Source: an optimization exercise on an open RTL-to-GDS flow (aim: small area, a short achievable clock period and few clock cycles per item). Production flows keep margins and buffers that such runs may drop. In this exercise RTL edits were held to simulation tests only and were not proved equivalent to the original. Power figures rest on the tool's default switching activity, not on a simulated workload.

## cache
module cache(
    clk,
    proc_reset,
    proc_read,
    proc_write,
    proc_addr,
    proc_rdata,
    proc_wdata,
    proc_stall,
    mem_read,
    mem_write,
    mem_addr,
    mem_rdata,
    mem_wdata,
    mem_ready
);
Settings: LEC_CHECK=0, CAP_MARGIN=20, CORE_MARGIN=2, CORE_UTILIZATION=60, CTS_CLUSTER_DIAMETER=100, CTS_CLUSTER_SIZE=25, SETUP_SLACK_MARGIN=5.0, SLEW_MARGIN=20, SYNTH_HIERARCHICAL=1, SYNTH_MINIMUM_KEEP_SIZE=0, TNS_END_PERCENT=5; clock period 8.0 ns.
standard.sh (not shown) runs the stock make flow with config.mk's settings and CLKGATE_MAP_FILE= SYNTH_SCRIPT=/design/flow/synth_recipe.tcl, a recipe that flattens the netlist after the stock synthesis.
==> flow/flow/run.sh <==
#!/bin/bash
# The standard layout, with three changes: ports are buffered with buf_2
# cells instead of the default delay-buffer cells; the resizer may swap cells
# across footprints (so those buffers can be resized like any other cell);
# and clock tree synthesis adds no dummy loads.
set -euo pipefail
bash standard.sh MATCH_CELL_FOOTPRINT=0 \
  "BUFFER_PORTS_ARGS=-buffer_cell sky130_fd_sc_hd__buf_2" \
  "CTS_ARGS=-sink_clustering_enable -repair_clock_nets -sink_clustering_size 25 -sink_clustering_max_diameter 100 -dont_use_dummy_load" \
  finish > standard.log 2>&1
The first run passed the timing, design-rule and antenna checks.
Testbench counts at the start, summed over its fixed seeds: cycles 94,456, requests 18,000.
Edit:
TNS_END_PERCENT = 15   (was 5)
Effect:
- count of clock-buffer cells in the layout stays the same
- via count is higher by about 0.35%
- utilization is higher by 0.38 points
- final area went up by about 0.56%
- critical path depth came out higher by 4
- routed wire length grows by 0.69%
- total power barely changes
- global-route usage stays flat

cache, a different RTL version from the one above (not shown whole).
For scale: about 3,900 cells after synthesis, about 1,500 flip-flops, ~390 I/O pins, about 60,000 um2 of cells after synthesis.
clock: 8.0 ns
lec_check: 0
cap_margin: 20
core_margin: 2
core_utilization: 60
cts_cluster_diameter: 100
cts_cluster_size: 25
setup_slack_margin: 5.0
slew_margin: 20
synth_hierarchical: 1
synth_minimum_keep_size: 0
tns_end_percent: 5
Scripts as last shown in full above: flow/flow/run.sh
The first run completed with no timing, DRC or antenna violations.
Testbench counts at the start, summed over its fixed seeds: cycles 94,456, requests 18,000.
Edit:
==> flow/flow/run.sh (replaced) <==
#!/bin/bash
set -euo pipefail
bash standard.sh MATCH_CELL_FOOTPRINT=0 SETUP_SLACK_MARGIN=5.8 \
  "BUFFER_PORTS_ARGS=-buffer_cell sky130_fd_sc_hd__buf_2" \
  "CTS_ARGS=-sink_clustering_enable -repair_clock_nets -sink_clustering_size 25 -sink_clustering_max_diameter 100 -dont_use_dummy_load" \
  finish > standard.log 2>&1
--- a/flow/config.mk
+++ b/flow/config.mk
@@ -11,5 +11,4 @@
 export CTS_CLUSTER_DIAMETER = 100
 export CTS_CLUSTER_SIZE = 25
-export SETUP_SLACK_MARGIN = 5.0
 export SLEW_MARGIN = 20
 export SYNTH_HIERARCHICAL = 1
Area after synthesis stays the same; synthesized cell count is unchanged; clock power hardly moves; power grows by 2.0%; design area rises by 5.8%; fmax increases by 9.7%; count of clock-buffer cells in the layout stays the same; final cell count came out higher by 2.5%; worst hold slack gets worse by 0.0045 ns; wire length grows by 7.0%.
Edit:
==> flow/flow/run.sh (replaced) <==
#!/bin/bash
set -euo pipefail
bash standard.sh MATCH_CELL_FOOTPRINT=0 SETUP_SLACK_MARGIN=5.5 \
  "BUFFER_PORTS_ARGS=-buffer_cell sky130_fd_sc_hd__buf_2" \
  "CTS_ARGS=-sink_clustering_enable -repair_clock_nets -sink_clustering_size 25 -sink_clustering_max_diameter 100 -dont_use_dummy_load" \
  finish > standard.log 2>&1
Cell area is lower by about 1.9%.
Critical path depth is unchanged.
Setup slack gets worse by 0.020 ns.
Synthesized cell count is unchanged.
Wire length is lower by about 0.64%.
Cell count is lower by about 0.9%.
First-iteration DRC count is lower by 1.6%.

--- another note on this design; it stands on its own ---

## before
## cache
module cache(
    clk,
    proc_reset,
    proc_read,
    proc_write,
    proc_addr,
    proc_rdata,
    proc_wdata,
    proc_stall,
    mem_read,
    mem_write,
    mem_addr,
    mem_rdata,
    mem_wdata,
    mem_ready
);
clock: 8.0 ns
lec_check: 0
cap_margin: 20
core_margin: 2
core_utilization: 60
cts_cluster_diameter: 100
cts_cluster_size: 25
slew_margin: 20
synth_hierarchical: 1
synth_minimum_keep_size: 0
tns_end_percent: 5
standard.sh (not shown) runs the stock make flow with config.mk's settings and CLKGATE_MAP_FILE= SYNTH_SCRIPT=/design/flow/synth_recipe.tcl, a recipe that flattens the netlist after the stock synthesis.
==> flow/flow/run.sh <==
#!/bin/bash
set -euo pipefail
bash standard.sh MATCH_CELL_FOOTPRINT=0 SETUP_SLACK_MARGIN=5.8 \
  "BUFFER_PORTS_ARGS=-buffer_cell sky130_fd_sc_hd__buf_2" \
  "CTS_ARGS=-sink_clustering_enable -repair_clock_nets -sink_clustering_size 25 -sink_clustering_max_diameter 100 -dont_use_dummy_load" \
  finish > standard.log 2>&1
Testbench counts of before, summed over its fixed seeds: cycles 94,456, requests 18,000.
#### Input delta (after over before)
Settings: TNS_END_PERCENT now 10, was 5.
Notes after the runs:
- Across both runs, worst setup slack was higher for after than for before.
- after and before ended up with roughly the same share of total power in the clock network.
- Buffer count excluding the clock tree in the final layout ends up lower on before.
- Fmax | after vs before | after faster
- Compared with before, after shows a critical path depth that is 1 lower.
- For the register-to-register slack, after came in 90 ps higher than before did.
- A beginning of the critical path of proc_addr[3] is what after shows, while proc_addr[2] belongs to before.

re-timing with driven ports:
In the flow no input, the clock included, has a driving cell. The finished layouts below were timed again as built, in two steps. Step 1 (the two cells are an assumption about what drives the block):
set clk [get_ports {clk}]
set_driving_cell -lib_cell sky130_fd_sc_hd__clkbuf_16 $clk
set_driving_cell -lib_cell sky130_fd_sc_hd__buf_2 [delete_from_list [all_inputs] $clk]
Step 2, shift: input delay + t, output delay - t, t = (earliest + latest rising clock arrival at the registers) / 2. This alone moves slack from input paths to output paths. a / b / c = no drivers / after step 1 / after step 2; a / b = the first two.
run | t (ns) | slack for setup (ns) | worst register clock-pin slew, ns
the first run of note 1 | 0.723 | 4.761 / 4.611 / 3.888 | 0.11 / 0.11
the second run of note 1 | 0.724 | 4.744 / 4.553 / 3.829 | 0.10 / 0.10
the first run of note 2 | 0.726 | 4.896 / 4.933 / 4.216 | 0.11 / 0.11
the second run of note 2 | 0.731 | 5.171 / 4.926 / 4.195 | 0.11 / 0.11
the third run of note 2 | 0.719 | 5.151 / 4.849 / 4.130 | 0.10 / 0.10
before | 0.739 | 5.156 / 4.798 / 4.059 | 0.11 / 0.11
after | 0.739 | 5.170 / 4.789 / 4.050 | 0.11 / 0.11
After both steps every run listed still meets setup and hold. The setup slack of after, which loses most, moves by -0.381 ns with the drivers and by -1.120 ns with both steps.
